Context: an optimization exercise on an open-source flow, tuned for small area. The choices shown serve that exercise and are no tape-out recipe. Only simulation tests tie the RTL to the original design; equivalence was not proved. Power is estimated from default activity; no workload was simulated. The flow treats the clock pin as an ideal source, which a real chip does not have.

<file path="design.v">
module uart_rx(
    input           rst_n,
    input           mosi,
    input           start_rx,
    input           clk,
    input           tick,
    output          ok,
    output[7:0]     data
);
reg[3:0] cnt,next_cnt;
reg      rx_ok,next_rx_ok;
reg[1:0] state,next_state;
reg[7:0] rx,next_rx;
assign ok   = rx_ok;
assign data = rx;
always@(posedge clk or negedge rst_n)begin
    if(!rst_n)begin
        state <= 0;
        rx_ok <= 0;
    end
    else if(tick)begin
        state <= next_state;
        rx_ok <= next_rx_ok;
    end
end
always@(posedge clk)begin
    if(tick)begin
        cnt   <= next_cnt;
        rx    <= next_rx;
    end
end
parameter idle     = 0;
parameter rec_data = 1;
parameter done     = 2;
parameter wait_dmy = 3;
always@(*)begin
    next_state = state;
    next_rx_ok = rx_ok;
    next_rx    = rx;
    next_cnt   = cnt - |cnt;
    case(state)
        idle:begin
            next_rx_ok = 1'b0;
            if(start_rx&!mosi)begin
                next_state = rec_data;
                next_cnt   = 8;
            end
        end
        rec_data:begin
            if(|cnt)begin
                next_rx = {mosi,rx[7:1]};
            end
            else if(mosi)begin
                next_rx_ok = 1'b1;
                next_state = idle;
            end
            else begin 
                next_rx_ok = 1'b0;
                next_state = wait_dmy;
                next_cnt   = 8;
            end
        end
        wait_dmy:begin
            if(|cnt) next_state = idle;
        end        
    endcase
end
endmodule
module uart_tx(
    input      rst_n,
    input      clk,
    input      tick,
    input      start,
    input[7:0] data,
    output     miso,
    output reg ok
);
reg[3:0] tx_cnt,next_tx_cnt;
reg      state,next_state;
reg      tx,next_tx;
reg      next_ok;
reg[7:0] data_tmp,next_data_tmp;
assign miso = tx;
always@(posedge clk)begin
    if(tick)begin
        tx_cnt   <= next_tx_cnt;
    end
end
parameter idle      = 0;
parameter send_data = 1;
always@(posedge clk or negedge rst_n)begin
    if(!rst_n)begin
        state    <= idle; 
        tx       <= 1;
        data_tmp <= 0;
        ok       <= 1'b0;
    end
    else if(tick)begin
        state    <= next_state;
        tx       <= next_tx;
        data_tmp <= next_data_tmp;
        ok       <= next_ok;
    end
end
always@(*)begin
    next_state    = state;
    next_tx_cnt   = tx_cnt - |tx_cnt;
    next_tx       = tx;
    next_data_tmp = data_tmp;
    next_ok       = ok;
    case(state)
        idle:begin
            next_ok = 1'b0;
            if(start)begin
                next_state    = send_data;
                next_tx_cnt   = 8;
                next_tx       = 1'b0;
            end
        end
        send_data:begin
            if(|tx_cnt)begin
                next_tx    = data[8-tx_cnt];
            end
            else begin
                next_state = idle;
                next_ok    = 1'b1;
                next_tx    = 1'b1;
            end
        end
    endcase
end
endmodule
module baud_sel(
    input      clk,
    input      rst_n,
    output reg clk_bps,
    output     bps_tick, 
    input      mosi,
    input[2:0] mode
);
reg[3:0]  cnt;
reg[3:0]  zr; 
reg       clk_bps_q;
wire[3:0]  cmp;
parameter bps9600=15;
assign cmp = mode==0 ? bps9600 : 0;
wire resync;
always@(posedge clk or negedge rst_n)begin
    if(!rst_n)begin
        cnt <= 0;
    end
    else if(resync)begin
        cnt <= 0;
    end
    else begin
        cnt <= cnt < cmp ? cnt + 1 : 0;
    end
end
always@(posedge clk or negedge rst_n)begin
    if(!rst_n)begin
        clk_bps <= 1'b0;
    end
    else if(resync)begin
        clk_bps <= 1'b0;
    end
    else begin
        clk_bps <= cnt==cmp ? ~clk_bps : clk_bps;
    end
end
always@(posedge clk or negedge rst_n)begin
    if(!rst_n)begin
        clk_bps_q <= 1'b0;
    end
    else begin
        clk_bps_q <= clk_bps;
    end
end
assign bps_tick = clk_bps & ~clk_bps_q & ~resync & ~(zr==0 & ~mosi);
always@(posedge clk or negedge rst_n)begin
    if(!rst_n)begin
        zr <= 0;
    end
    else begin
        zr <= mosi ? 4'd0 : zr[3] ? zr : zr + 4'd1;
    end
end
assign resync = zr!=0 & ~zr[3]; 
endmodule
module fifo(
    input           clk,
    input           wclk, 
    input           rclk, 
    input           rst_n,
    input[7:0]      mosi,
    output reg[7:0] miso,
    output          rdy
);
localparam RING  = 6;
localparam SLOTS = 86; 
reg[SLOTS*8-1:0] ring[0:RING-1];
reg[7:0]         last; 
reg[6:0] phase; 
always@(posedge clk)begin
    phase <= phase >= SLOTS-1 ? 7'd0 : phase + 7'd1;
end
reg[2:0] wr,rr;
reg[6:0] ws,rs;
reg      wclk_q,rclk_q;
wire     wen = wclk & ~wclk_q;
wire     ren = rclk & ~rclk_q;
always@(posedge clk or negedge rst_n)begin
    if(!rst_n)begin
        wclk_q <= 1'b0;
        rclk_q <= 1'b0;
    end
    else begin
        wclk_q <= wclk;
        rclk_q <= rclk;
    end
end
wire[2:0] wr_n = wr==RING ? 3'd0 : wr!=RING-1 ? wr + 3'd1 : ws==SLOTS-1 ? RING : 3'd0;
wire[6:0] ws_n = wr==RING ? 7'd0 : wr!=RING-1 ? ws : ws==SLOTS-1 ? 7'd0 : ws + 7'd1;
wire[2:0] rr_n = rr==RING ? 3'd0 : rr!=RING-1 ? rr + 3'd1 : rs==SLOTS-1 ? RING : 3'd0;
wire[6:0] rs_n = rr==RING ? 7'd0 : rr!=RING-1 ? rs : rs==SLOTS-1 ? 7'd0 : rs + 7'd1;
always@(posedge clk or negedge rst_n)begin
    if(!rst_n)begin
        wr <= 0;
        ws <= 0;
    end
    else if(wen)begin
        wr <= wr_n;
        ws <= ws_n;
    end
end
always@(posedge clk or negedge rst_n)begin
    if(!rst_n)begin
        rr <= 0;
        rs <= 0;
    end
    else if(ren)begin
        rr <= rr_n;
        rs <= rs_n;
    end
end
reg      pw;
reg[2:0] pwr;
reg[6:0] pws;
reg[7:0] pwd;
wire     commit = pw & (pwr==RING | pws==phase);
always@(posedge clk)begin
    pw  <= wen | (pw & ~commit);
    {pwr,pws,pwd} <= ({18{wen}} & {wr,ws,mosi}) | ({18{~wen}} & {pwr,pws,pwd});
end
genvar g;
generate
    for(g=0;g<RING;g=g+1)begin:rings
        wire[7:0] tap = ring[g][SLOTS*8-1 -: 8];
        always@(posedge clk)begin
            ring[g] <= {ring[g][SLOTS*8-9:0], (commit & pwr==g) ? pwd : tap};
        end
    end
endgenerate
wire     wlast = commit & pwr==RING;
always@(posedge clk)begin
    last <= ({8{wlast}} & pwd) | ({8{~wlast}} & last);
end
reg      pv;
reg[7:0] pre;
wire[6:0] rs_1  = rs==SLOTS-1 ? 7'd0 : rs + 7'd1;
wire      fetch = ~pv & (rr==RING ? ~(pw & pwr==RING) : rs_1==phase);
wire[7:0] fdata = rr==RING ? last : ring[rr][7:0];
wire      w_at_r = ren ? (wr==rr_n & ws==rs_n) : (wr==rr & ws==rs);
always@(posedge clk or negedge rst_n)begin
    if(!rst_n)begin
        pv  <= 1'b0;
    end
    else if(wen & w_at_r)begin
        pv  <= 1'b1;
    end
    else if(ren)begin
        pv  <= 1'b0;
    end
    else if(fetch)begin
        pv  <= 1'b1;
    end
end
wire     pre_w = wen & w_at_r;
wire     pre_f = ~pre_w & fetch;
wire     pre_h = ~pre_w & ~fetch;
always@(posedge clk)begin
    pre <= ({8{pre_w}} & mosi) | ({8{pre_f}} & fdata) | ({8{pre_h}} & pre);
end
always@(posedge clk or negedge rst_n)begin
    if(!rst_n)begin
        miso <= 8'h00;
    end
    else if(ren)begin
        miso <= pre;
    end
end
assign rdy = wr==rr & ws==rs; 
endmodule
module fifo_top(
    input       clk,       
    input       rst_n,     
    input       mosi,      
    output      miso,      
    input       en_fifo,   
    output      clk_bps,   
    output      bps_tick,  
    output      rok,       
    output      wok,       
    input[2:0]  mode,      
    input[7:0]  mosi_data, 
    input[7:0]  miso_data, 
    output[7:0] miso_fifo,
    output[7:0] miso_rx,
    output      fifo_rdy,
    input       start_tx,
    input       start_rx,
    input       wclk,
    input       rclk
);
wire[7:0] miso_tx;
wire[7:0] mosi_fifo;
assign mosi_fifo = en_fifo ? mosi_data : miso_rx;
assign miso_tx   = miso_fifo;
baud_sel baud_sel(
     .clk    (clk    )
    ,.rst_n  (rst_n  )
    ,.clk_bps(clk_bps)
    ,.bps_tick(bps_tick)
    ,.mosi   (mosi   )
    ,.mode   (mode   )
);
uart_rx uart_rx(
     .clk      (clk       )
    ,.tick     (bps_tick  )
    ,.rst_n    (rst_n     )
    ,.mosi     (mosi      )
    ,.ok       (rok       )
    ,.data     (miso_rx   )
    ,.start_rx (start_rx  )
);
fifo fifo(
     .clk  (clk       )
    ,.wclk (wclk      )
    ,.rclk (rclk      )
    ,.rst_n(rst_n     )
    ,.mosi (mosi_fifo )
    ,.miso (miso_fifo )
    ,.rdy  (fifo_rdy  )
);
uart_tx uart_tx(
     .rst_n(rst_n          )
    ,.clk  (clk            )
    ,.tick (bps_tick       )
    ,.start(start_tx       )
    ,.data (miso_tx        )
    ,.miso (miso           )
    ,.ok   (wok            )
);
endmodule
module fifo_control(
    input       clk,   
    input       rst_n,
    input       mosi,
    output      miso,
    output[7:0] miso_rx,
    input[2:0]  cmd,
    output      fifo_done,
    output      fifo_busy,
    output      rok,
    output      clk_bps,
    output      bps_tick,
    input       cnt_ld,
    input       fe_done,
    output reg  sd_init,
    input       init_ok,
    output reg  sd_ren,
    output reg  sd_wen,
    input       sd_read_ok,
    input       sd_write_ok,
    input[7:0]  mosi_data,
    input       mosi_wclk,
    input       mosi_rclk,
    input       en_fc,
    output reg  set_fifo,
    output[7:0] miso_fifo,
    output      fifo_rdy
);
wire wok;
reg[2:0] state,next_state;
parameter idle       = 0,
          send_rx    = 1,
          send_tx    = 2,
          done       = 3,
          initial_sd = 4,
          sd_read    = 5,
          sd_write   = 6;
reg        start_tx,next_start_tx;
reg        en_fifo,next_en_fifo;
reg[15:0]  cnt,next_cnt;
reg        rclk,next_rclk;
reg        wclk,next_wclk;
reg        req,next_req;
reg        next_sd_init;
reg        next_sd_ren;
reg        next_sd_wen;
reg       fe_done_sync,fe_done_sync1;
always@(posedge clk or negedge rst_n)begin
    if(!rst_n)begin
        fe_done_sync  <= 1'b0;
        fe_done_sync1 <= 1'b0;
    end
    else begin
        fe_done_sync  <= fe_done;
        fe_done_sync1 <= fe_done_sync;
    end
end
reg next_set_fifo;
wire fifo_fe_done;
assign fifo_fe_done = fe_done_sync1&!fe_done_sync;
always@(posedge clk or negedge rst_n)begin
    if(!rst_n)begin
        state    <= idle;
        start_tx <= 1'b0;
        en_fifo  <= 1'b0;
        req      <= 1'b0;
        wclk     <= 1'b0;
        rclk     <= 1'b0;
        sd_init  <= 1'b0;
        sd_ren   <= 1'b0;
        sd_wen   <= 1'b0;
        set_fifo <= 1'b0;
    end
    else begin
        state    <= next_state;
        start_tx <= next_start_tx;
        en_fifo  <= next_en_fifo;
        req      <= next_req;
        wclk     <= next_wclk;
        rclk     <= next_rclk;
        sd_init  <= next_sd_init;
        sd_ren   <= next_sd_ren;
        sd_wen   <= next_sd_wen;
        set_fifo <= next_set_fifo;
    end
end
always@(posedge clk)begin
    if(cnt_ld)begin
        cnt <= {cnt[7:0],miso_rx};
    end
    else begin
        cnt <= next_cnt;
    end
end
reg en;
always@(*)begin
    next_state    = state;
    next_start_tx = start_tx;
    next_en_fifo  = en_fifo;
    next_cnt      = cnt;
    next_req      = req;
    next_wclk     = wclk;
    next_rclk     = rclk;
    en            = 1'b0;
    next_sd_init  = sd_init;
    next_sd_ren   = sd_ren;
    next_sd_wen   = sd_wen;
    next_set_fifo = set_fifo;
    case(state)
        idle:begin
            if(en_fc)begin
                if(cmd==3'd1)begin
                    next_state    = send_rx;
                    next_set_fifo = 1'b0;
                end
                else if(cmd==3'd2)begin
                    next_state    = initial_sd;
                end
                else if(cmd==3'd3)begin
                    next_state    = sd_read;
                    next_sd_ren   = 1'b1;
                end
                else if(cmd==3'd4)begin
                    next_state  = sd_write;
                    next_sd_wen = 1'b1;
                end
                else if(cmd==3'd6)begin
                    next_set_fifo = 1'b1;
                    next_state    = send_rx;
                end
            end
        end
        send_rx:begin
            next_req      = rok;
            en            = !req&rok;
            next_cnt      = en ? cnt - |cnt : cnt;
            if(en&(|cnt))begin
                next_wclk = 1'b1;
            end
            else if(rok&(~|cnt))begin
                if(set_fifo)begin
                    next_state     = done;
                end
                else begin
                    next_state    = send_tx;
                    next_rclk     = 1'b1;
                end
                next_wclk     = 1'b0;
                next_start_tx = 1'b1;
            end
            else begin
                next_wclk = 1'b0;
            end
        end
        send_tx:begin
            next_req = wok;
            en       = !req&wok;
            if(fifo_rdy&en)begin
                next_rclk  = 1'b0;
                next_state = done;
            end
            else if(en)begin
                next_rclk = 1'b1;
            end
            else begin
                next_rclk = 1'b0;
            end
        end
        initial_sd:begin
            next_req = rok;
            en       = !req&rok;
            next_cnt = en ? cnt - |cnt : cnt;
            if(|cnt)begin
            end
            else if(init_ok)begin
                next_state   = done;
                next_sd_init = 1'b0;
            end
            else begin
                next_sd_init  = 1'b1;
            end
        end
        sd_read:begin
            next_wclk    = mosi_wclk;
            next_en_fifo = 1'b1;
            if(sd_read_ok)begin
                next_en_fifo = 1'b0;
                next_state   = send_tx;
                next_sd_ren  = 1'b0;
                next_rclk    = 1'b1;
                next_start_tx = 1'b1;
            end
        end
        sd_write:begin
            next_rclk     = mosi_rclk;
            if(sd_write_ok)begin
                next_state  = done;
                next_sd_wen = 1'b0;
            end
            else if(set_fifo)begin
            end
        end
        done:begin
            next_start_tx = 1'b0;
            if(fifo_fe_done)begin
                next_state   = idle;
            end
        end
    endcase
end
assign fifo_done =  state == done;
assign fifo_busy = !(state==idle);
fifo_top fifo_top(
     .clk       (clk       )
    ,.rst_n     (rst_n     )
    ,.mosi      (mosi      )
    ,.miso      (miso      )
    ,.en_fifo   (en_fifo   )
    ,.mode      (3'd0      ) 
    ,.mosi_data (mosi_data )
    ,.miso_data (8'd0      ) 
    ,.start_tx  (start_tx  )
    ,.start_rx  (1'b1      ) 
    ,.miso_rx   (miso_rx   )
    ,.fifo_rdy  (fifo_rdy  )
    ,.rok       (rok       )
    ,.wok       (wok       )
    ,.clk_bps   (clk_bps   )
    ,.bps_tick  (bps_tick  )
    ,.wclk      (wclk      )
    ,.rclk      (rclk      )
    ,.miso_fifo (miso_fifo )
);
endmodule
module FELOGIC(
    input             clk,
    input             tick,
    input             rst_n,
    input             rok,
    input             fifo_done,
    input[7:0]        mosi,
    output reg[2:0]   cmd, 
    output            cnt_ld, 
    output            fe_done,
    input             fifo_busy,
    output reg[31:0]  sec,
    output reg        en_fc
);
    reg[6:0] rx_flag;
    reg      busy,busy_sync,busy_sync1;
    reg      cmd_05;
    always@(posedge clk or negedge rst_n)begin
        if(!rst_n)begin
            busy       <= 1'b0;
            busy_sync  <= 1'b0;
            busy_sync1 <= 1'b0;
        end
        else if(tick)begin
            busy       <= fifo_done;
            busy_sync  <= busy;
            busy_sync1 <= busy_sync;
        end
    end
    always@(posedge clk or negedge rst_n)begin
        if(!rst_n)begin
            en_fc <= 1'b0;
        end
        else if(tick&rok&rx_flag[2])begin
            en_fc <= 1'b1;
        end
        else if(tick&rx_flag[0])begin
            en_fc <= 1'b0;
        end
    end
    assign fe_done = !busy_sync1&busy_sync;
    assign cnt_ld = tick&rok&(|rx_flag[1:0]);
    always@(posedge clk or negedge rst_n)begin
        if(!rst_n)begin
            rx_flag <= 1;
        end
        else if(tick&fifo_done)begin
            rx_flag <= 1;
        end
        else if(tick&rok&rx_flag[2]&mosi==8'h03)begin
            rx_flag <= 1'b1;
        end
        else if(tick&rok&cmd_05&rx_flag[6])begin
            rx_flag <= 1'b1;
        end
        else if(tick&rok)begin
            rx_flag <= rx_flag << 1;
        end
    end
    always@(posedge clk)begin
        if(tick&rok&rx_flag[2])begin
            cmd <= |mosi[7:3] ? 3'd0 : mosi[2:0];
        end
    end
    always@(posedge clk or negedge rst_n)begin
        if(!rst_n)begin
            cmd_05 <= 1'b0;
        end
        else if(tick&rok&rx_flag[2]&mosi==8'h05)begin
            cmd_05 <= 1'b1;
        end
        else if(tick&rok&rx_flag[0])begin
            cmd_05 <= 0;
        end
    end
    always@(posedge clk or negedge rst_n)begin
        if(!rst_n)begin
            sec <= 0;
        end
        else if(tick&cmd_05&rok)begin
            sec <= |rx_flag[6:3] ? {sec[23:0],mosi} : sec;
        end
    end
endmodule
module sd_initial(
    input           rst_n,
    input           clk,
    output reg      sd_ck,
    input           sd_miso,
    output reg      sd_mosi,
    output reg      sd_csn,
    input           sd_init, 
    output reg      init_ok,
    input           sd_ren,
    input           sd_wen,
    input           fifo_busy,
    output reg      wclk,
    output reg      rclk,
    output[7:0]     miso_data,
    output reg      rd_ok,
    output reg      wr_ok,
    input[31:0]     sec,
    input           set_fifo,
    input[7:0]      mosi_data,
    input           fifo_rdy
);
wire[47:0] write_single_cmd;
wire[47:0] read_single_cmd;
assign read_single_cmd  = {8'h51,8'h0,8'h0,8'h0,8'h0,8'hff}|(sec<<8);
assign write_single_cmd = {8'h58,8'h0,8'h0,8'h0,8'h0,8'hff}|(sec<<8);
reg[2:0] cnt_clk;
reg      fifo_empty,next_fifo_empty;
always@(posedge clk or negedge rst_n)begin
    if(!rst_n)begin
        cnt_clk <= 0;
    end
    else begin
        cnt_clk <= cnt_clk==5 ? 0 :cnt_clk + 1;
    end
end
always@(posedge clk or negedge rst_n)begin
    if(!rst_n)begin
        sd_ck <= 1'b0;
    end
    else begin
        sd_ck <= cnt_clk==5 ? ~sd_ck : sd_ck;
    end
end
reg      en; 
reg      rx_valid;
reg[47:0]rx;
reg[3:0] state,next_state;
reg      next_init_ok;
reg      next_sd_mosi;
reg      next_sd_csn;
reg[5:0] tx_cnt,next_tx_cnt;
reg[31:0]sh;
reg      ld_cmd,ld_byte;
reg[31:0]cmd_val;
reg[6:0] byte_val;
reg[9:0] cnt,next_cnt;
wire[5:0] rx_cnt = tx_cnt;
reg[1:0] req,next_req;
reg      next_wclk;
reg      next_rclk;
reg      next_rd_ok;
reg      next_wr_ok;
wire     sd_rise = sd_ck & cnt_clk==0; 
wire     sd_fall = ~sd_ck & cnt_clk==0; 
reg[47:0]nrx;
wire     nrx_sh = sd_rise & sd_mosi; 
wire     nrx_hd = ~sd_rise; 
always@(posedge clk)begin
    nrx <= ({48{nrx_sh}} & {nrx[46:0],~sd_miso}) | ({48{nrx_hd}} & nrx);
end
always@(*) rx = ~nrx;
always@(posedge clk or negedge rst_n)begin
    if(!rst_n)begin
        state     <= 0;
        init_ok   <= 1'b0;
        sd_mosi   <= 1'b1;
        sd_csn    <= 1'b1;
        req       <= 0;
        wclk      <= 0;
        rclk      <= 0;
        rd_ok     <= 0;
        wr_ok     <= 0;
    end
    else if(sd_fall)begin
        state     <= next_state;
        init_ok   <= next_init_ok;
        sd_mosi   <= next_sd_mosi;
        sd_csn    <= next_sd_csn;
        req       <= next_req;
        wclk      <= next_wclk;
        rclk      <= next_rclk;
        rd_ok     <= next_rd_ok;
        wr_ok     <= next_wr_ok;
    end
end
always@(posedge clk)begin
    if(sd_fall)begin
        if(ld_cmd)begin
            sh <= cmd_val;
        end
        else begin
            if(tx_cnt<=40) sh <= {sh[30:0],1'b0};
            if(ld_byte) sh[31:25] <= byte_val;
        end
    end
end
wire[7:0] c1 = state==8   ? 8'h40 :
               state==2   ? 8'h48 :
               state==3  ? 8'h77 :
               state==4 ? 8'h69 :
               state==5  ? 8'h51 : 8'h58;
wire[7:0] c2 = state==8   ? 8'h95 :
               state==2   ? 8'h87 : 8'hff;
wire[2:0] idx = tx_cnt[2:0] - 3'd1; 
wire      dbit = tx_cnt > 40 ? c1[idx] : (tx_cnt > 8 | state==9) ? sh[31] : c2[idx];
assign miso_data = rx[7:0];
always@(posedge clk)begin
    if(sd_fall)begin
        tx_cnt    <= next_tx_cnt;
        fifo_empty <= next_fifo_empty;
        cnt       <= next_cnt;
    end
end
always@(*)begin
    next_state     = state;
    next_tx_cnt    = tx_cnt - |tx_cnt;
    next_init_ok   = init_ok;
    next_sd_mosi   = sd_mosi;
    next_sd_csn    = sd_csn;
    ld_cmd         = 1'b0;
    ld_byte        = 1'b0;
    cmd_val        = 32'd0;
    byte_val       = 7'd0;
    next_cnt       = cnt; 
    next_req       = req;
    next_wclk      = wclk;
    next_rclk      = rclk;
    next_rd_ok     = rd_ok;
    next_wr_ok     = wr_ok;
    next_fifo_empty = fifo_empty;
    case(state)
        0:begin
            next_sd_csn     = 1'b1;
            next_sd_mosi    = 1'b1;
            next_init_ok    = init_ok;
            if(!init_ok&sd_init)begin
                next_cnt       = 1023;
                next_state     = 1;
            end
            else if(init_ok&sd_ren)begin 
                next_state     = 5;
                next_sd_mosi   = read_single_cmd>>47;
                ld_cmd         = 1'b1;
                cmd_val        = sec;
                next_tx_cnt    = 47;
                next_sd_csn    = 1'b0;
            end
            else if(init_ok&sd_wen)begin
                next_state     = 6;
                next_sd_mosi   = write_single_cmd>>47;
                ld_cmd         = 1'b1;
                cmd_val        = sec;
                next_tx_cnt    = 47;
                next_sd_csn    = 1'b0;
            end
        end
        1:begin
            next_cnt       = cnt  - |cnt;
            if(|cnt)begin
                next_state = 1;
            end
            else begin
                next_sd_csn = 1'b1;
                next_state  = 8;
                ld_cmd         = 1'b1;
                cmd_val        = 32'h00000000;
                next_tx_cnt = 48;
            end
        end
        8:begin 
            if(|tx_cnt)begin
                next_sd_csn  = 1'b0;
                next_sd_mosi = dbit;
            end
            else if(rx[47:40]==8'h01)begin
                next_state   = 2;
                next_sd_mosi = {8'h48,8'h00,8'h00,8'h01,8'haa,8'h87}>>47;
                ld_cmd         = 1'b1;
                cmd_val        = 32'h000001aa;
                next_tx_cnt  = 47;
            end
            else begin
                next_sd_mosi = 1'b1;
            end
        end
        2:begin
            if(|tx_cnt)begin
                next_sd_mosi = dbit;
            end
            else if(rx[47:40]==8'h01)begin
                next_state   = 3;
                next_sd_mosi = {8'h77,8'h00,8'h00,8'h00,8'h00,8'hff}>>47;
                ld_cmd         = 1'b1;
                cmd_val        = 32'h00000000;
                next_tx_cnt  = 47;
            end
            else begin
                next_sd_mosi = 1'b1;
            end
        end
        3:begin
            if(|tx_cnt)begin
                next_sd_mosi = dbit;
            end
            else if(rx[47:40]==8'h01)begin
                next_state   = 4;
                next_sd_mosi = {8'h69,8'h40,8'h00,8'h00,8'h00,8'hff}>>47;
                ld_cmd         = 1'b1;
                cmd_val        = 32'h40000000;
                next_tx_cnt  = 47;
            end
            else begin
                next_sd_mosi = 1'b1;
            end
        end
        4:begin
            if(|tx_cnt)begin
                next_sd_mosi = dbit;
            end
            else if(rx[47:40]==8'h00)begin
                next_state   = 8'ha;
                next_init_ok = 1'b1;
                next_sd_csn  = 1'b1;
                next_sd_mosi = 1'b1;
            end
            else if(rx[47:40]==8'h01)begin
                next_state   = 3;
                next_sd_mosi = {8'h77,8'h00,8'h00,8'h00,8'h00,8'hff}>>47;
                ld_cmd         = 1'b1;
                cmd_val        = 32'h00000000;
                next_tx_cnt  = 47;
            end
            else begin
                next_sd_mosi = 1'b1;
            end
        end
        5:begin
            if(|tx_cnt)begin
                next_sd_mosi = dbit;
            end
            else if(rx[47:40]==8'h0)begin
                 next_state = 7;
            end
            else begin
                next_sd_mosi = 1'b1;
            end
        end
        6:begin
            if(|tx_cnt)begin
                next_sd_mosi = dbit;
            end
            else if(rx[47:40]==8'h0)begin
                 next_state      = 9;
                 next_sd_mosi    = 1'b1;
                 ld_byte        = 1'b1;
                 byte_val       = 7'h7e;
                 next_tx_cnt     = 7;
                 next_rclk       = fifo_rdy ? 1'b0 : 1'b1;
                 next_fifo_empty = fifo_rdy;
            end
            else begin
                next_sd_mosi = 1'b1;
            end
        end
        9:begin
            next_rclk = 1'b0;
            if(req==1'b0)begin 
                if(|tx_cnt)begin
                    next_sd_mosi = dbit;
                end
                else begin
                    next_fifo_empty = fifo_rdy;
                    next_sd_mosi    = fifo_empty ? 0  : mosi_data >>7;
                    ld_byte        = 1'b1;
                    byte_val       = fifo_empty ? 7'd0 : mosi_data[6:0];
                    next_tx_cnt     = 7;
                    next_req        = 1;
                    next_cnt        = 511;
                    next_rclk       = fifo_rdy ? 1'b0 : 1'b1;
                end
            end
            else if(req==1)begin 
                if(|tx_cnt)begin
                    next_sd_mosi = dbit;
                end
                else if(|cnt)begin
                    next_fifo_empty = fifo_rdy;
                    next_sd_mosi    = fifo_empty ? 0  : mosi_data >>7;
                    ld_byte        = 1'b1;
                    byte_val       = fifo_empty ? 7'd0 : mosi_data[6:0];
                    next_tx_cnt     = 7;
                    next_cnt        = cnt - |cnt;
                    next_rclk       = fifo_rdy ? 1'b0 : 1'b1;
                end
                else begin
                    next_sd_mosi = 8'hff;
                    ld_byte        = 1'b1;
                    byte_val       = 7'h7f;
                    next_tx_cnt  = 7;
                    next_req     = 2;
                    next_cnt     = 1;
                end
            end
            else if(req==2)begin 
                if(|tx_cnt)begin
                    next_sd_mosi = dbit;
                end
                else if(|cnt)begin
                    next_sd_mosi = 8'hff>>7;
                    ld_byte        = 1'b1;
                    byte_val       = 7'h7f;
                    next_tx_cnt  = 7;
                    next_cnt     = cnt - |cnt;
                end
                else begin
                    next_state  = 8'hc;
                    next_req    = 1'b0;
                    next_sd_csn = 1'b1;
                    next_wr_ok  = 1'b1;
                end
            end
        end
        7:begin
            if(req==1'b0&rx[7:0]==8'hfe)begin
                next_req    = 1'b1;
                next_tx_cnt = 7;
                next_cnt    = 512+2; 
            end
            else if(req==1'b1)begin
                next_cnt       =|rx_cnt ? cnt : cnt - 1;
                next_tx_cnt    = (|cnt)&rx_cnt==0 ? 7 :rx_cnt - |rx_cnt;
                next_wclk      = rx_cnt == 0;
                next_req       = cnt==0&rx_cnt==0 ? 2'b10 : req;
                if(cnt==0&rx_cnt==0)begin
                    next_req    = 2'b10;
                    next_sd_csn = 1'b1;
                    next_cnt    = 7;
                end
            end
            else if(req==2'b10)begin
                next_wclk  = 1'b0;
                next_state = 8'hb;
                next_rd_ok = 1'b1;
                next_req   = 0;
            end
        end
        8'ha:begin
            if(fifo_busy)begin
                next_state = 0;
            end
        end
        8'hb:begin
            if(fifo_busy)begin
                next_state = 0;
                next_rd_ok = 1'b0;
            end
        end
        8'hc:begin
            if(fifo_busy)begin
                next_state = 0;
                next_wr_ok = 1'b0;
            end
        end
    endcase
end
endmodule
module ufc_top(
    input  clk,
    input  rst_n,
    input  mosi,
    output miso,
    output sd_ck,
    output sd_mosi,
    output sd_csn,
    input  sd_miso
);
wire[7:0]  mosi_rx;
wire[2:0]  cmd;
wire       cnt_ld;
wire[7:0]  mosi_data;
wire[31:0] sec;
wire[7:0]  miso_fifo;
wire       fifo_done,rok,clk_bps,bps_tick,sd_init,init_ok,fifo_busy,fe_done;
wire       sd_ren,sd_wen,rd_ok,wr_ok,wclk,rclk,en_fc,set_fifo,fifo_rdy;
fifo_control fifo_control(
     .clk        (clk         )
    ,.rst_n      (rst_n       )
    ,.mosi       (mosi        )
    ,.miso       (miso        )
    ,.miso_rx    (mosi_rx     )
    ,.cmd        (cmd         )
    ,.fifo_done  (fifo_done   )
    ,.rok        (rok         )
    ,.clk_bps    (clk_bps     )
    ,.bps_tick   (bps_tick    )
    ,.cnt_ld     (cnt_ld      )
    ,.sd_init    (sd_init     )
    ,.init_ok    (init_ok     )
    ,.fifo_busy  (fifo_busy   )
    ,.fe_done    (fe_done     )
    ,.sd_ren     (sd_ren      )
    ,.sd_wen     (sd_wen      )
    ,.sd_read_ok (rd_ok       )
    ,.sd_write_ok(wr_ok       )
    ,.mosi_data  (mosi_data   )
    ,.mosi_wclk  (wclk        )
    ,.mosi_rclk  (rclk        )
    ,.en_fc      (en_fc       )
    ,.set_fifo   (set_fifo    )
    ,.miso_fifo  (miso_fifo   )
    ,.fifo_rdy   (fifo_rdy    )
);
FELOGIC FELOGIC(
     .rst_n     (rst_n     )
    ,.rok       (rok       )
    ,.mosi      (mosi_rx   )
    ,.clk       (clk       )
    ,.tick      (bps_tick  )
    ,.cmd       (cmd       )
    ,.cnt_ld    (cnt_ld    )
    ,.fe_done   (fe_done   )
    ,.fifo_done (fifo_done )
    ,.fifo_busy (fifo_busy )
    ,.sec       (sec       )
    ,.en_fc     (en_fc     )
);
sd_initial sd_initial(
     .rst_n     (rst_n     )
    ,.clk       (clk       )
    ,.sd_ck     (sd_ck     )
    ,.sd_miso   (sd_miso   )
    ,.sd_mosi   (sd_mosi   )
    ,.sd_init   (sd_init   )
    ,.init_ok   (init_ok   )
    ,.sd_csn    (sd_csn    )
    ,.fifo_busy (fifo_busy )
    ,.sd_ren    (sd_ren    )
    ,.sd_wen    (sd_wen    )
    ,.wclk      (wclk      )
    ,.rclk      (rclk      )
    ,.miso_data (mosi_data )
    ,.rd_ok     (rd_ok     )
    ,.wr_ok     (wr_ok     )
    ,.sec       (sec       )
    ,.set_fifo  (set_fifo  )
    ,.mosi_data (miso_fifo )
    ,.fifo_rdy  (fifo_rdy  )
);
endmodule
</file>
<file path="flow/run.sh">
#!/bin/bash
# The standard layout, with clock tree settings of our own: buf_12 clock buffers, larger leaf
# clusters and no
# dummy loads. Each tool's output goes to a log file here; ORFS keeps its own logs under orfs/logs.
set -euo pipefail
export CTS_ARGS="-sink_clustering_enable -repair_clock_nets -dont_use_dummy_load -buf_list sky130_fd_sc_hd__buf_12 -sink_clustering_size 34 -sink_clustering_max_diameter 70 -apply_ndr full"
bash standard.sh > standard_sh.log 2>&1
</file>
<file path="standard.sh">
#!/bin/bash
# synth_recipe.tcl (not shown) runs the flow's synth.tcl, then flattens the netlist and writes it again
# the make line also repeats each setting of config.mk as NAME=value (left out here)
make -C /OpenROAD-flow-scripts/flow DESIGN_CONFIG=/design/flow/config.mk WORK_HOME=/design/flow/orfs CLKGATE_MAP_FILE= SYNTH_SCRIPT=/design/flow/synth_recipe.tcl "${@:-finish}"
</file>
<file path="config.mk">
export PLATFORM = sky130hd
export DESIGN_NAME = ufc_top
export DESIGN_NICKNAME = ufc_top
export VERILOG_FILES = /design/flow/design.v
export SDC_FILE = /design/flow/constraint.sdc
export NUM_CORES = 4
export LEC_CHECK = 0
export ABC_AREA = 1
export CAP_MARGIN = 20
export CORE_MARGIN = 2
export CORE_UTILIZATION = 65
export SLEW_MARGIN = 20
</file>
<file path="constraint.sdc">
create_clock -name core_clock -period 10.0 [get_ports {clk}]
set_input_delay 2.0000 -clock core_clock [delete_from_list [all_inputs] [get_ports {clk}]]
set_output_delay 2.0000 -clock core_clock [all_outputs]
set_load 0.01 [all_outputs]
</file>
==> run notes, run 1 <==
status=timing/DRC/antenna clean; worst-margin pin slew=slightly above 1000 ps; vias in the first global route=between 30,000 and 40,000; kind of critical path=in2reg; ratio of cells with drive above 1 in the final layout=around 3.5%; initial antenna violation count=4; global-route wire length before repair=around 200 mm; Max IR drop VDD=between 0.2 and 0.25 mV; critical path peak fanout=33; detailed placement HPWL=about 70 mm; fin crit period=~4000 ps; Req. time, crit path=slightly above 10,000 ps; synth warn=8; clock skew=roughly 110 ps; core area=~150,000 sq um; register area share after synthesis=91.5%; hold depth=0; post-CTS setup buffers=0; number of synthesized flops with an enable pin=110; Die X=roughly 390 um; top post-synthesis cells by area=dfxtp_1, edfxtp_1, dfrtp_1; post-route antenna net violation count=0; Max-slew headroom=between 30% and 40%; hold buffers post-CTS=0; gp weighted congestion=around 0.84; CP Launch Type=input pin; Die Y-Extent=just under 400 um; Synth top cells by count=dfxtp_1, nand2_1, inv_1, o21ai_0, nor2_1; Slew Viols, Final=0; CTS buffer count=roughly 160; P&R area growth vs syn=5.73%; clk slew on worst S/H paths=about 110 ps; Fill cells=slightly above 10,000; mean post-synth cell area=around 16 sq um; Root Buffer Master=buf_12; Clock Latency Late Sink=around 750 ps; # IOs=8; Iter 0 DRT Violations=approximately 1,900; WL final=around 120 mm; CTS Sinks=~4,400; GRT Resource Usage Total=~16%; synthesized flop and latch total=between 4,000 and 5,000; # DRC=0; CTS tree=built; post-route clock period utilization=between 30% and 40%; Synth Net Count=6,171; Overflow after GRT=0; DR vias/cell=approximately 4.6; clock tree buffer depth=3; vias post-DR=roughly 38,000; WP data arrival=4300 ps; Core Rows=about 140; H-tree depth=4; HP Class=reg2reg; Final Net Count=6,294; DIE AREA=155,000 sq um; R2R cell count=11; initial core utilization=about 66%; total power=between 20 and 25 mW; power per cell area=approximately 240 nW/um^2; Synth Instances=approximately 6,100; P_leak=42.0 nW; Final Hold Fails=0; area leader, netlist=dfxtp_1; Unique masters post-synth=between 50 and 60; most frequent cell after synthesis=dfxtp_1; post-synth top area share=a little under nine tenths; largest net degree at the start of global routing=65; Worst setup EP type=register; Max Fclk=~250 MHz; Total Neg Setup Slack=0 ps; synthesized area=~100,000 sq um; routed len/inst=roughly 15 um; ys flop type=dfxtp_1; Max-Cap Viols=0; Detailed Routing Iterations Pass 1=5; Async SR Flop Fraction=under 10%; final setup vio count=0; setup repair after global routing missed its margin=false; buffers added on ports=7; PostCTS Resize Cnt=0
==> path summary, 6_finish.rpt <==
| path | startpoint | slack (ps) | to |
|---|---|---|---|
| worst min register to register | fifo_control.fifo_top.fifo.ring[1][117]$_DFF_P_ | 270 | fifo_control.fifo_top.fifo.ring[1][125]$_DFF_P_ |
| worst max-delay path | mosi | 6040 | fifo_control.cnt[14]$_DFFE_PP_ |
| min in group asynchronous | rst_n | 1360 | sd_initial.req[0]$_DFFE_PN0P_ |
| worst min-delay path | fifo_control.fifo_top.fifo.ring[1][117]$_DFF_P_ | 270 | fifo_control.fifo_top.fifo.ring[1][125]$_DFF_P_ |
| max in group asynchronous | rst_n | 7130 | fifo_control.fifo_top.fifo.rs[1]$_DFFE_PN0P_ |
| worst max register to register | sd_initial.tx_cnt[0]$_DFFE_PP_ | 6150 | sd_initial.sh[12]$_DFFE_PP_ |
==> logic make-up (layout without fill, tap and decap cells) <==
family / count (synthesis) / count (layout) / synth area share (%)
AOI/OAI and AO/OA: 452 / 452 / 2.69
adders and majority gates: 35 / 35 / 0.444
DFF: 4424 / 4424 / 91.5
xor gates and xnor gates: 51 / 51 / 0.453
buffers and inverters: 353 / 474 / 1.38
other: 0 / 1 / 0
and+or+nand+nor: 817 / 817 / 3.54
==> critical path, stage by stage <==
cell and delay, ps:
clkdlybuf4s50_1 550, nor2_1 100, nor3_1 130, nand2_1 270, nor2_2 340, o21ai_1 110, buf_4 240, nand2_1 550
==> stage by stage <==
stage               cell area [sq um]  worst slack [ps]  std cells  hold slack [ps]  utilization, %
global route                   104000              5730       8269              257            69.4
detailed placement             101000              5280       8108              312            67.3
CTS                            104000              6090       8269              268            69.4
finish                         104000              6040       8270              267            69.4
floorplan                       98700              6390       6132              310               -
global placement               101000              5340       8108              310            67.3
==> state kept, by name, indices dropped and copies added, names as in the netlist, 4 cells and up, named ones only <==
name                                  flops
fifo_control.fifo_top.baud_sel.zr         4
fifo_control.fifo_top.fifo.miso           8
fifo_control.fifo_top.fifo.pre            8
fifo_control.fifo_top.baud_sel.cnt        4
fifo_control.fifo_top.fifo.phase          7
fifo_control.fifo_top.uart_rx.cnt         4
fifo_control.fifo_top.fifo.rs             7
sd_initial.state                          4
sd_initial.tx_cnt                         6
fifo_control.fifo_top.fifo.ws             7
sd_initial.sh                            32
FELOGIC.rx_flag                           7
sd_initial.cnt                           10
sd_initial.nrx                           48
fifo_control.fifo_top.uart_rx.rx          8
fifo_control.cnt                         16
fifo_control.fifo_top.fifo.ring        4128
FELOGIC.sec                              32
fifo_control.fifo_top.uart_tx.tx_cnt      4
==> power breakdown <==
group | leakage, nW | switching (mW) | internal [mW] | total (mW)
logic | 4.16 | 0.0223 | 0.00767 | 0.0300
clock network | 1.51 | 4.70 | 2.52 | 7.22
registers | 36.3 | 0.00485 | 17.7 | 17.7
total | 42.0 | 4.72 | 20.2 | 24.9
==> cell type report <==
type                            instances  area [sq um]  area share (%)
Sequential cell                      4424         90300            86.5
Multi-Input combinational cell       1355          7050            6.76
Clock buffer                          161          3220            3.09
Tap cell                             2016          2520            2.42
Inverter                              297          1110            1.07
Timing Repair Buffer                   16           135           0.130
Antenna cell                            1          2.50         0.00240
==> per-layer routing <==
| metal | part of all wire [%] | GRT usage (%) | wire length, um |
|---|---|---|---|
| met1 | 54 | 25.2 | 65800 |
| met2 | 39 | 22.0 | 47100 |
| met3 | 3.6 | 2.72 | 4350 |
| met4 | 2.9 | 4.87 | 3480 |
| met5 | 0 | 0 | 0 |
==> cells in the final DEF (no fill, tap or decap), types with 6 or more instances in the layout <==
master	instances
nor2_1	183
nand2_1	431
a21oi_1	69
o31ai_1	8
clkdlybuf4s50_1	6
xnor2_1	12
buf_12	161
dfxtp_1	4192
xor2_1	39
o2111ai_1	10
o21ai_0	219
o21ai_1	7
o211ai_1	7
inv_1	291
dfrtp_1	118
a221oi_1	10
o221ai_1	9
nand3_1	98
a22oi_1	8
a31oi_1	11
ha_1	35
nand4_1	30
nand2_2	6
nor3_1	28
o22ai_1	61
a41oi_1	10
edfxtp_1	110
buf_4	10
nor2_2	11
==> run 2: changes to the inputs <==
==> flow/run.sh (replaced) <==
#!/bin/bash
# The standard layout, with clock tree settings of our own: buf_12 clock buffers, larger leaf
# clusters and no
# dummy loads. Each tool's output goes to a log file here; ORFS keeps its own logs under orfs/logs.
set -euo pipefail
export CTS_ARGS="-sink_clustering_enable -repair_clock_nets -dont_use_dummy_load -buf_list sky130_fd_sc_hd__buf_12 -sink_clustering_size 32 -sink_clustering_max_diameter 70"
bash standard.sh > standard_sh.log 2>&1
==> run 2 against run 1 <==
Routed wire length increased by 0.38%. Register-to-register slack is essentially flat. Sequential share of layout area is 0.12 points lower. Highest routed layer is now met5.
==> run notes, run 2 <==
register area share after synthesis=roughly nine tenths; P_leak=about 42 nW; worst reg2reg path endpoint=sd_initial.sh[5]$_DFFE_PP_; clk slew on worst S/H paths=around 110 ps; hold buffers post-CTS=0; CTS buffer count=between 150 and 200; met2 WL=47.6 mm; vias post-DR=about 38,000; buffers added on ports=7; Overflow after GRT=0; WP data arrival=roughly 4300 ps; Fill cells=10,100; R2R Setup Slk=just over 6000 ps; worst-margin pin slew=slightly above 1000 ps; post-CTS setup buffers=0; Max-slew headroom=roughly 32%; WL final=between 100 and 150 mm; top post-synthesis cells by area=dfxtp_1, edfxtp_1, dfrtp_1; Clock Latency Late Sink=740 ps; vias in the first global route=37,700; area leader, netlist=dfxtp_1; core area=roughly 150,000 sq um; Final Util=69.5%; Die X=394 um; status=timing/DRC/antenna clean; Req. time, crit path=about 10,000 ps; register name with the most flops=fifo_control.fifo_top.fifo.ring; fin crit period=3960 ps; Final Net Count=~6,300; final setup vio count=0; critical path peak fanout=33; post-synth top area share=a little under nine tenths; Max Fclk=between 200 and 300 MHz; Die Y-Extent=just under 400 um; DP Worst Slack=roughly 5300 ps; Synth Instances=about 6,100; # DRC=0; Synth top cells by count=dfxtp_1, nand2_1, inv_1, o21ai_0, nor2_1; clock tree buffer depth=3; CP Launch Type=input pin; CTS Sinks=4,424; synthesized flop and latch total=4,424; commonest non-fill, non-tap cell in the layout=dfxtp_1; # IOs=8; ratio of cells with drive above 1 in the final layout=3.64%; Root Buffer Master=buf_12; synth warn=8; Detailed Routing Iterations Pass 1=7; most frequent cell after synthesis=dfxtp_1; Core Rows=~140; DR vias/cell=4.60; H-tree depth=4; HP Class=reg2reg; post-route clock period utilization=between 30% and 40%; P&R area growth vs syn=5.87%; routed len/inst=approximately 15 um; initial antenna violation count=5; Worst setup EP type=register; Synth Net Count=6,171; Max-Cap Viols=0; synthesized area=between 90,000 and 100,000 sq um; clock skew=~110 ps; top routing layer in use=met5; initial core utilization=roughly two thirds; Slew Viols, Final=0; largest net degree at the start of global routing=65; ys flop type=dfxtp_1; Async SR Flop Fraction=about 2.8%; kind of critical path=in2reg; DIE AREA=155,000 sq um; Regs by FF count=fifo_control.fifo_top.fifo.ring (4128), sd_initial.nrx (48); max reg flops=roughly 4,100; DR WL met3=4.47 mm; Crit. Startpoint=mosi; post-route antenna net violation count=0; final setup slack of the worst path=6040 ps; Iter 0 DRT Violations=just under 2,000; commonest non-fill, non-tap cells in the layout=dfxtp_1, nand2_1, inv_1, o21ai_0, nor2_1; setup repair after global routing missed its margin=false; gp weighted congestion=roughly 0.84; R2R cell count=11; mean post-synth cell area=16.1 sq um; power per cell area=240 nW/um^2; detailed placement HPWL=69.7 mm; Max IR drop VDD=around 0.25 mV; RR Startpoint=sd_initial.tx_cnt[0]$_DFFE_PP_; Final Hold Fails=0; number of synthesized flops with an enable pin=110; Metal-1 WL=66.0 mm; GRT Resource Usage Total=~16%; global-route wire length before repair=199 mm; PostCTS Resize Cnt=0; Total Neg Setup Slack=0 ps; CTS tree=built; worst setup path endpoint=fifo_control.cnt[14]$_DFFE_PP_; Unique masters post-synth=between 50 and 60
==> run 2: cell counts after synthesis <==
No cell type changed its count.
==> run 2: power by group <==
part           leakage, nW  switching (mW)  internal, mW
Combinational         4.16          0.0224       0.00768
Clock                 1.58            4.72          2.62
Sequential            36.3         0.00493          17.7
Total                 42.1            4.75          20.3
==> run 2: how the worst min path moves through the flow <==
| stage | startpoint | end | depth (start not counted) |
|---|---|---|---|
| 4_1_cts | fifo_control.fifo_top.fifo.ring[0][10]$_DFF_P_ | fifo_control.fifo_top.fifo.ring[0][18]$_DFF_P_ | 0 |
| 2_1_floorplan | fifo_control.fifo_top.fifo.ring[0][92]$_DFF_P_ | fifo_control.fifo_top.fifo.ring[0][100]$_DFF_P_ | 0 |
| 3_5_place_dp | fifo_control.fifo_top.fifo.ring[0][277]$_DFF_P_ | fifo_control.fifo_top.fifo.ring[0][285]$_DFF_P_ | 0 |
| 6_report | fifo_control.fifo_top.fifo.ring[1][117]$_DFF_P_ | fifo_control.fifo_top.fifo.ring[1][125]$_DFF_P_ | 0 |
| 5_1_grt | fifo_control.fifo_top.fifo.ring[0][10]$_DFF_P_ | fifo_control.fifo_top.fifo.ring[0][18]$_DFF_P_ | 0 |
| 3_3_place_gp | fifo_control.fifo_top.fifo.ring[0][201]$_DFF_P_ | fifo_control.fifo_top.fifo.ring[0][209]$_DFF_P_ | 0 |
==> run 2: worst max-delay path, cell delays in order <==
cell and delay, ps:
clkdlybuf4s50_1 550, nor2_1 100, nor3_1 130, nand2_1 270
nor2_2 340, o21ai_1 110, buf_4 240, nand2_1 550
==> run 2: cell type report <==
cell class | instances | area (sq um) | area share (%)
multi-input combinational | 1355 | 7050 | 6.75
sequential | 4424 | 90300 | 86.4
inverter | 297 | 1110 | 1.07
tap | 2016 | 2520 | 2.41
antenna | 1 | 2.50 | 0.00240
timing repair buffer | 16 | 135 | 0.129
clock buffer | 168 | 3360 | 3.22
==> run 2: metrics by stage <==
step                instances  power [mW]  area, sq um  hold WS (ps)
CTS                      8276        25.3       104000           245
detailed placement       8108        18.1       101000           312
finish                   8277        25.1       104000           251
floorplan                6132        18.1        98700           310
global placement         8108        18.1       101000           310
global route             8276        25.9       104000           242
==> run 2: kinds of logic after synthesis <==
family / after synthesis / share of synthesized area [%]
compound gates: 452 / 2.69
xor+xnor: 51 / 0.453
fa+ha+maj: 35 / 0.444
buf+inv: 353 / 1.38
flops: 4424 / 91.5
simple gates: 817 / 3.54
==> run 2: metal layers <==
metal	up-vias	global-route usage, %
met4	2	4.75
met2	484	22.1
met1	18000	25.2
li1	19400	-
met3	215	2.83
met5	-	0
==> run 3: changes to the inputs <==
--- a/design.v
+++ b/design.v
@@ -607,6 +607,7 @@
     output            fe_done,
     input             fifo_busy,
     output reg[31:0]  sec,
+    input             sec_rot, 
     output reg        en_fc
 );
     reg[6:0] rx_flag;
@@ -674,8 +675,11 @@
         if(!rst_n)begin
             sec <= 0;
         end
-        else if(tick&cmd_05&rok)begin
-            sec <= |rx_flag[6:3] ? {sec[23:0],mosi} : sec;
+        else if(tick&cmd_05&rok&(|rx_flag[6:3]))begin
+            sec <= {sec[23:0],mosi};
+        end
+        else if(sec_rot)begin
+            sec <= {sec[30:0],sec[31]};
         end
     end
 endmodule
@@ -697,6 +701,7 @@
     output reg      rd_ok,
     output reg      wr_ok,
     input[31:0]     sec,
+    output          sec_rot, 
     input           set_fifo,
     input[7:0]      mosi_data,
     input           fifo_rdy
@@ -731,9 +736,8 @@
 reg      next_sd_mosi;
 reg      next_sd_csn;
 reg[5:0] tx_cnt,next_tx_cnt;
-reg[31:0]sh;
-reg      ld_cmd,ld_byte;
-reg[31:0]cmd_val;
+reg[6:0] bsh;
+reg      ld_byte;
 reg[6:0] byte_val;
 reg[9:0] cnt,next_cnt;
 wire[5:0] rx_cnt = tx_cnt;
@@ -777,15 +781,11 @@
 end
 always@(posedge clk)begin
     if(sd_fall)begin
-        if(ld_cmd)begin
-            sh <= cmd_val;
-        end
-        else begin
-            if(tx_cnt<=40) sh <= {sh[30:0],1'b0};
-            if(ld_byte) sh[31:25] <= byte_val;
-        end
+        bsh <= ld_byte ? byte_val : {bsh[5:0],1'b0};
     end
 end
+wire      cmd_sec = state==5 | state==6;
+assign    sec_rot = sd_fall & cmd_sec & tx_cnt <= 40 & tx_cnt > 8;
 wire[7:0] c1 = state==8   ? 8'h40 :
                state==2   ? 8'h48 :
                state==3  ? 8'h77 :
@@ -794,7 +794,10 @@
 wire[7:0] c2 = state==8   ? 8'h95 :
                state==2   ? 8'h87 : 8'hff;
 wire[2:0] idx = tx_cnt[2:0] - 3'd1; 
-wire      dbit = tx_cnt > 40 ? c1[idx] : (tx_cnt > 8 | state==9) ? sh[31] : c2[idx];
+wire[31:0] cm = state==2   ? 32'h000001aa :
+                state==4 ? 32'h40000000 : 32'h00000000;
+wire[5:0] mi = tx_cnt - 6'd9;
+wire      dbit = tx_cnt > 40 ? c1[idx] : state==9 ? bsh[6] : tx_cnt > 8 ? (cmd_sec ? sec[31] : cm[mi[4:0]]) : c2[idx];
 assign miso_data = rx[7:0];
 always@(posedge clk)begin
     if(sd_fall)begin
@@ -809,9 +812,7 @@
     next_init_ok   = init_ok;
     next_sd_mosi   = sd_mosi;
     next_sd_csn    = sd_csn;
-    ld_cmd         = 1'b0;
     ld_byte        = 1'b0;
-    cmd_val        = 32'd0;
     byte_val       = 7'd0;
     next_cnt       = cnt; 
     next_req       = req;
@@ -832,16 +833,12 @@
             else if(init_ok&sd_ren)begin 
                 next_state     = 5;
                 next_sd_mosi   = read_single_cmd>>47;
-                ld_cmd         = 1'b1;
-                cmd_val        = sec;
                 next_tx_cnt    = 47;
                 next_sd_csn    = 1'b0;
             end
             else if(init_ok&sd_wen)begin
                 next_state     = 6;
                 next_sd_mosi   = write_single_cmd>>47;
-                ld_cmd         = 1'b1;
-                cmd_val        = sec;
                 next_tx_cnt    = 47;
                 next_sd_csn    = 1'b0;
             end
@@ -854,8 +851,6 @@
             else begin
                 next_sd_csn = 1'b1;
                 next_state  = 8;
-                ld_cmd         = 1'b1;
-                cmd_val        = 32'h00000000;
                 next_tx_cnt = 48;
             end
         end
@@ -867,8 +862,6 @@
             else if(rx[47:40]==8'h01)begin
                 next_state   = 2;
                 next_sd_mosi = {8'h48,8'h00,8'h00,8'h01,8'haa,8'h87}>>47;
-                ld_cmd         = 1'b1;
-                cmd_val        = 32'h000001aa;
                 next_tx_cnt  = 47;
             end
             else begin
@@ -882,8 +875,6 @@
             else if(rx[47:40]==8'h01)begin
                 next_state   = 3;
                 next_sd_mosi = {8'h77,8'h00,8'h00,8'h00,8'h00,8'hff}>>47;
-                ld_cmd         = 1'b1;
-                cmd_val        = 32'h00000000;
                 next_tx_cnt  = 47;
             end
             else begin
@@ -897,8 +888,6 @@
             else if(rx[47:40]==8'h01)begin
                 next_state   = 4;
                 next_sd_mosi = {8'h69,8'h40,8'h00,8'h00,8'h00,8'hff}>>47;
-                ld_cmd         = 1'b1;
-                cmd_val        = 32'h40000000;
                 next_tx_cnt  = 47;
             end
             else begin
@@ -918,8 +907,6 @@
             else if(rx[47:40]==8'h01)begin
                 next_state   = 3;
                 next_sd_mosi = {8'h77,8'h00,8'h00,8'h00,8'h00,8'hff}>>47;
-                ld_cmd         = 1'b1;
-                cmd_val        = 32'h00000000;
                 next_tx_cnt  = 47;
             end
             else begin
@@ -1071,6 +1058,7 @@
 wire       cnt_ld;
 wire[7:0]  mosi_data;
 wire[31:0] sec;
+wire       sec_rot;
 wire[7:0]  miso_fifo;
 wire       fifo_done,rok,clk_bps,bps_tick,sd_init,init_ok,fifo_busy,fe_done;
 wire       sd_ren,sd_wen,rd_ok,wr_ok,wclk,rclk,en_fc,set_fifo,fifo_rdy;
@@ -1114,6 +1102,7 @@
     ,.fifo_done (fifo_done )
     ,.fifo_busy (fifo_busy )
     ,.sec       (sec       )
+    ,.sec_rot   (sec_rot   )
     ,.en_fc     (en_fc     )
 );
 sd_initial sd_initial(
@@ -1134,6 +1123,7 @@
     ,.rd_ok     (rd_ok     )
     ,.wr_ok     (wr_ok     )
     ,.sec       (sec       )
+    ,.sec_rot   (sec_rot   )
     ,.set_fifo  (set_fifo  )
     ,.mosi_data (miso_fifo )
     ,.fifo_rdy  (fifo_rdy  )
==> flow/run.sh (replaced) <==
#!/bin/bash
# The standard layout, with clock tree settings of our own: buf_12 clock buffers, larger leaf
# clusters and no
# dummy loads. Each tool's output goes to a log file here; ORFS keeps its own logs under orfs/logs.
set -euo pipefail
export CTS_ARGS="-sink_clustering_enable -repair_clock_nets -dont_use_dummy_load -buf_list sky130_fd_sc_hd__buf_12 -sink_clustering_size 30 -sink_clustering_max_diameter 80"
bash standard.sh > standard_sh.log 2>&1
==> run 3 against run 2 <==
Power down 0.21%. Final cell count fell by 1.1%. First-iteration DRC count decreased by 5.5%. Synthesized cell count fell by 1.6%. Critical path depth rose by 2. Setup slack lost 740 ps. Routed wire length decreased by 1.9%. Clock skew up 11 ps. Sequential power about the same. Critical path type unchanged. Highest routed layer is now met4.
==> run notes, run 3 <==
status=timing/DRC/antenna clean; Async SR Flop Fraction=2.77%; H-tree depth=4; DR WL met3=4.39 mm; ratio of cells with drive above 1 in the final layout=under 10%; Core Rows=between 100 and 150; mean post-synth cell area=~16 sq um; vias in the first global route=between 30,000 and 40,000; area leader, netlist=dfxtp_1; Max IR drop VDD=between 0.2 and 0.25 mV; worst reg2reg path endpoint=FELOGIC.sec[0]$_DFFE_PN0P_; cell area after layout=a little over 100,000 sq um; post-route antenna net violation count=0; CTS tree=built; register area=roughly 90,000 sq um; number of synthesized flops with an enable pin=85; register area share after synthesis=slightly above 90%; PostCTS Resize Cnt=0; P_leak=41.8 nW; hold depth=0; Switch Pwr=between 4 and 5 mW; Total Neg Setup Slack=0 ps; Metal-1 WL=65.3 mm; RR Startpoint=fifo_control.fifo_top.baud_sel.zr[0]$_DFFE_PN0P_; hold buffers post-CTS=0; R2R cell count=11; detailed placement HPWL=~67 mm; # IOs=8; commonest non-fill, non-tap cell in the layout=dfxtp_1; post-synth top area share=85.8%; WP data arrival=5210 ps; P&R area growth vs syn=6.00%; Detailed Routing Iterations Pass 1=5; Unique masters post-synth=66; setup repair after global routing missed its margin=false; total power=between 20 and 30 mW; post-CTS setup buffers=0; power per cell area=about 240 nW/um^2; max reg flops=4,128; critical path peak fanout=33; register share of total power=70.3%; buffers added on ports=7; most frequent cell after synthesis=dfxtp_1; Overflow after GRT=0; ys flop type=dfxtp_1; Worst setup EP type=register; vias post-DR=37,300; gp weighted congestion=roughly 0.8; Final Net Count=a little over 6,000; Max-Cap Viols=0; core area=about 150,000 sq um; global-route wire length before repair=~190 mm; Root Buffer Master=buf_12; CP Launch Type=input pin; final hold slack=between 200 and 300 ps; top routing layer in use=met4; Max Fclk=~210 MHz; clock skew=~120 ps; post-route clock period utilization=a little under half; Fill cells=10,000; commonest non-fill, non-tap cells in the layout=dfxtp_1, nand2_1, inv_1, nor2_1, buf_12; WL final=about 120 mm; Req. time, crit path=10,510 ps; Iter 0 DRT Violations=about 1,800; register name with the most flops=fifo_control.fifo_top.fifo.ring; # DRC=0; diode count=0; met2 WL=46.1 mm; synthesized area=~98,000 sq um; area occupied by multi-input gates=~7000 sq um; final setup vio count=0; Die X=approximately 390 um; Endpoint, Worst Hold=fifo_control.fifo_top.fifo.ring[0][544]$_DFF_P_; Regs by FF count=fifo_control.fifo_top.fifo.ring (4128), sd_initial.nrx (48), FELOGIC.sec (32); clk slew on worst S/H paths=between 100 and 150 ps; largest net degree at the start of global routing=between 70 and 80; fin crit period=4700 ps; CTS buffer count=172; top post-synthesis cells by area=dfxtp_1, dfrtp_1, edfxtp_1; DIE AREA=around 150,000 sq um; synthesized flop and latch total=4,399; Clock Latency Late Sink=roughly 800 ps; synth warn=8; CTS Sinks=roughly 4,400; Internal=20.3 mW; R2R Setup Slk=between 6000 and 7000 ps; kind of critical path=in2reg; Placement Cell Area=~100,000 sq um; Max-slew headroom=between 20 and 30%; Final Hold Fails=0; clock tree buffer depth=3; Slew Viols, Final=0; Die Y-Extent=approximately 390 um; Sw Ratio=between 10% and 20%; Synth Instances=~6,000; logic gate share of total power=less than 1%; initial antenna violation count=0; GRT Resource Usage Total=approximately 16%; HP Class=reg2reg; initial core utilization=65.4%; routed len/inst=between 10 and 15 um; Synth Net Count=approximately 6,100; Synth top cells by count=dfxtp_1, nand2_1, inv_1, nor2_1, o21ai_0; DR vias/cell=4.56; worst-margin pin slew=approximately 1100 ps; clock power share=29.6%; Hold Startpoint=fifo_control.fifo_top.fifo.ring[0][536]$_DFF_P_
## run 3: changes by cell type after synthesis, sizes merged, moves of 10 or more
cell	change
o21ai	-46
edfxtp	-25
a21oi	-12
o221ai	+24
nor4	+10
nand2	-46
nor2	-10
## run 3: worst max path at each step
| stage | from | to | slack (ps) |
|---|---|---|---|
| floorplan | mosi | fifo_control.cnt[0]$_DFFE_PP_ | 5950 |
| global placement | mosi | FELOGIC.sec[13]$_DFFE_PN0P_ | 4830 |
| global route | mosi | FELOGIC.sec[0]$_DFFE_PN0P_ | 5090 |
| finish | mosi | FELOGIC.sec[0]$_DFFE_PN0P_ | 5300 |
| detailed placement | mosi | FELOGIC.sec[0]$_DFFE_PN0P_ | 4610 |
| CTS | mosi | FELOGIC.sec[0]$_DFFE_PN0P_ | 5400 |
## run 3: metrics by stage
stage	utilization, %	setup slack [ps]	instances
after global placement	67.0	4830	8011
final	69.3	5300	8183
after floorplan	-	5950	6034
after global routing	69.3	5090	8183
after CTS	69.3	5400	8183
after detailed placement	67.0	4610	8011
## run 3: logic make-up after synthesis
logic type	synth area share (%)
DFF	91.5
buffers and inverters	1.42
xor gates and xnor gates	0.484
adders and majority gates	0.473
AOI/OAI and AO/OA	2.46
and+or+nand+nor	3.58
muxes	0.0435
## run 3: critical path, cell delays in order
cell,delay (ps)
clkdlybuf4s50_1,590
nor2_1,140
nor4_4,220
buf_4,260
nand2_2,160
nor2_1,190
nand2_1,110
inv_2,390
or2_1,880
o221ai_1,260
## run 3: layer usage
layer,global-route usage (%),up-vias
li1,-,19100
met1,25.2,17500
met2,21.8,452
met3,2.89,202
met4,5.00,0
met5,0,-
## run 3: power by group through the flow
stage                     clock [mW]  combinational (mW)  sequential (mW)
after global placement             0              0.0289             18.0
after detailed placement           0              0.0302             18.0
final                           7.41              0.0291             17.6
after global routing            8.27              0.0347             17.6
after floorplan                    0              0.0141             18.0
after CTS                       7.69              0.0304             17.6
## run 3: final cells by class
class                           instances  share of cell area [%]
Inverter                              302                    1.09
Tap cell                             2016                    2.43
Sequential cell                      4399                    86.4
Multi-Input combinational cell       1277                    6.65
Clock buffer                          172                    3.32
Timing Repair Buffer                   17                   0.138
==> run 4: changes to the inputs <==
==> flow/run.sh (replaced) <==
#!/bin/bash
set -uo pipefail
SLEW_OK_PS=121
export PLATFORM_DIR=$FLOW_HOME/platforms/$FLOW_PLATFORM
RESULTS=orfs/results/$FLOW_PLATFORM/ufc_top/base
export RESULTS
settings=("34 70" "33 75" "32 80" "30 80" "28 60")
n=0
for s in "${settings[@]}"; do
  n=$((n+1))
  set -- $s
  export CTS_ARGS="-sink_clustering_enable -repair_clock_nets -dont_use_dummy_load -buf_list sky130_fd_sc_hd__buf_12 -sink_clustering_size $1 -sink_clustering_max_diameter $2"
  if [[ $n -gt 1 ]]; then
    rm -f $RESULTS/4_* $RESULTS/5_* $RESULTS/6_* out/final.def
  fi
  bash standard.sh > standard_sh_$n.log 2>&1 || { echo "attempt $n: layout failed"; continue; }
  openroad -no_init -exit flow/slew.tcl > slew_$n.log 2>&1
  slew=$(awk '/^MAXSLEW/{print $2}' slew_$n.log)
  echo "attempt $n: clusters $1 / $2 um, clock-pin slew ${slew:-unknown} ps"
  if [[ -n "$slew" ]] && awk -v s="$slew" -v ok="$SLEW_OK_PS" 'BEGIN{exit !(s < ok)}'; then
    exit 0
  fi
done
# none met the target: the last attempt's layout stays in out/final.def
exit 0
==> flow/slew.tcl (new file) <==
set R $::env(RESULTS)
set P $::env(PLATFORM_DIR)
read_liberty $P/lib/sky130_fd_sc_hd__tt_025C_1v80.lib
read_db $R/6_final.odb
read_sdc $R/6_final.sdc
read_spef $R/6_final.spef
set w 0
foreach pin [all_registers -clock_pins -edge_triggered] {
  foreach e {rise fall} {
    foreach a {max min} {
      set s [get_property $pin slew_${a}_$e]
      if {[string is double -strict $s]} { set w [expr {max($w, [sta::time_ui_sta $s] * 1e12)}] } else { set w 1e9 }
    }
  }
}
puts "MAXSLEW $w"
--- a/config.mk
+++ b/config.mk
@@ -9,4 +9,6 @@
 export CAP_MARGIN = 20
 export CORE_MARGIN = 2
 export CORE_UTILIZATION = 65
+export GPL_ROUTABILITY_DRIVEN = 0
+export GPL_TIMING_DRIVEN = 0
 export SLEW_MARGIN = 20
==> run 4 against run 3 <==
Still clean. Sequential share of layout area about the same. Final cell count increased by 0.44%. Maximum frequency is 5.0% lower. Synthesized cell count did not move. Area after synthesis stayed put. Power decreased by 1.3%. Die area did not move. Flip-flop and latch count unchanged. Routed wire length shrank 6.0%. Cell area about the same. First-iteration DRC count grew 11%. Clock power decreased by 4.3%. Largest power group unchanged.
==> run notes, run 4 <==
buffers added on ports=7; hold depth=0; clock power share=~29%; Detailed Routing Iterations Pass 1=6; max reg flops=about 4,100; detailed placement HPWL=between 60 and 70 mm; R2R cell count=9; vias post-DR=about 38,000; DR vias/cell=4.58; Die Y-Extent=392 um; status=timing/DRC/antenna clean; largest net degree at the start of global routing=86; kind of critical path=in2reg; clock tree buffer depth=3; register share of total power=between 70 and 80%; WP data arrival=5250 ps; CTS tree=built; H-tree depth=4; P_leak=41.8 nW; Die X=slightly below 400 um; WL final=approximately 110 mm; ratio of cells with drive above 1 in the final layout=just under 4%; mean post-synth cell area=between 15 and 20 sq um; initial antenna violation count=4; Max-Cap Viols=0; final setup vio count=0; Regs by FF count=fifo_control.fifo_top.fifo.ring (4128), sd_initial.nrx (48), FELOGIC.sec (32); clock skew=approximately 84 ps; clk slew on worst S/H paths=between 100 and 150 ps; Max Fclk=between 200 and 250 MHz; commonest non-fill, non-tap cell in the layout=dfxtp_1; post-route antenna net violation count=0; Req. time, crit path=a little over 10,000 ps; # IOs=8; commonest non-fill, non-tap cells in the layout=dfxtp_1, nand2_1, inv_1, nor2_1, o21ai_0; register area share after synthesis=approximately nine tenths; Core Rows=between 100 and 150; most frequent cell after synthesis=dfxtp_1; PostCTS Resize Cnt=0; Overflow after GRT=0; routed len/inst=around 14 um; hold buffers post-CTS=0; Synth Net Count=about 6,100; Total Neg Setup Slack=0 ps; Root Buffer Master=buf_12; diode count=0; core area=150,000 sq um; fin crit period=~4900 ps; HP Class=reg2reg; Worst setup EP type=register; register name with the most flops=fifo_control.fifo_top.fifo.ring; Synth top cells by count=dfxtp_1, nand2_1, inv_1, nor2_1, o21ai_0; initial core utilization=between 60% and 70%; Final Net Count=~6,200; ys flop type=dfxtp_1; GRT Resource Usage Total=around 15%; Fill cells=slightly above 10,000; Synth Instances=6,034; Unique masters post-synth=66; critical path peak fanout=16; power per cell area=about 240 nW/um^2; logic gate share of total power=less than 1%; post-synth top area share=a little under nine tenths; CP Launch Type=input pin; synthesized area=approximately 100,000 sq um; Final Hold Fails=0; post-route clock period utilization=about half; DIE AREA=~150,000 sq um; CTS Sinks=about 4,400; area leader, netlist=dfxtp_1; setup repair after global routing missed its margin=false
## run 4: cell counts after synthesis
Identical to the previous run, type by type.
## run 4: final cells by class
| cell class | count | area [sq um] | area share, % |
|---|---|---|---|
| Buffer | 56 | 254 | 0.245 |
| Clock buffer | 158 | 3160 | 3.05 |
| Inverter | 302 | 1130 | 1.09 |
| Multi-Input combinational cell | 1277 | 6890 | 6.65 |
| Sequential cell | 4399 | 89500 | 86.4 |
| Tap cell | 2016 | 2520 | 2.43 |
| Timing Repair Buffer | 11 | 120 | 0.116 |
## run 4: worst max-delay path, cell delays in order
cell and delay (ps):
clkdlybuf4s50_1 600, nor2_1 140, nor4_4 910, nand2_2 290, inv_1 270, o21ai_1 160
clkbuf_1 270, nand2_1 610
## run 4: stage by stage
stage | setup WS [ps] | area, sq um | util (%) | power (mW) | std cells
global placement | 1890 | 100000 | 67.1 | 18.0 | 8057
finish | 5050 | 104000 | 69.3 | 24.7 | 8219
detailed placement | 4390 | 100000 | 67.1 | 18.0 | 8061
floorplan | 5950 | 97800 | - | 18.0 | 6034
global route | 4850 | 104000 | 69.3 | 25.6 | 8219
CTS | 5170 | 104000 | 69.3 | 25.0 | 8219
## run 4: worst paths after layout
path                                                             startpoint                                              end  slack, ps
hold reg to reg             fifo_control.fifo_top.fifo.ring[0][247]$_DFF_P_  fifo_control.fifo_top.fifo.ring[0][255]$_DFF_P_        260
setup / recovery                                                       mosi                    fifo_control.cnt[3]$_DFFE_PP_       5050
setup reg to reg           fifo_control.fifo_top.baud_sel.zr[0]$_DFFE_PN0P_                    fifo_control.cnt[3]$_DFFE_PP_       6420
min in group asynchronous                                             rst_n  fifo_control.fifo_top.baud_sel.cnt[3]$_DFF_PN0_       1160
max in group asynchronous                                             rst_n     fifo_control.fifo_top.fifo.rs[0]$_DFFE_PN0P_       8060
hold / removal              fifo_control.fifo_top.fifo.ring[0][247]$_DFF_P_  fifo_control.fifo_top.fifo.ring[0][255]$_DFF_P_        260
## run 4: power by group through the flow
stage	logic, mW	clock network [mW]	registers, mW
final	0.0298	7.09	17.6
after floorplan	0.0141	0	18.0
after global routing	0.0350	7.96	17.6
after CTS	0.0311	7.37	17.6
after global placement	0.0288	0	18.0
after detailed placement	0.0310	0	18.0
## run 4: logic make-up (layout without fill, tap and decap cells)
| logic type | Yosys count | in the layout | share of synthesized area [%] |
|---|---|---|---|
| AO/OA/AOI/OAI | 394 | 394 | 2.46 |
| XOR/XNOR | 54 | 54 | 0.484 |
| adder cells (fa/ha/maj) | 37 | 37 | 0.473 |
| buffers and inverters | 358 | 527 | 1.42 |
| flip-flops | 4399 | 4399 | 91.5 |
| multiplexers | 4 | 4 | 0.0435 |
| AND/OR/NAND/NOR | 788 | 788 | 3.58 |
## run 4: per-layer routing
layer,vias to the layer above,routed length (um),GRT usage (%)
li1,19200,-,-
met1,17700,60800,23.6
met2,554,43100,20.1
met3,223,4610,2.78
met4,0,3270,4.95
met5,-,0,0

Re-timed with assumed drivers on the ports (clkbuf_16 on the clock, buf_2 on other inputs), run 4 has 5.114 ns of setup slack against 5.053 ns with ideal ports, and 4.335 ns once port delays also move by the mid clock arrival of 0.778 ns.
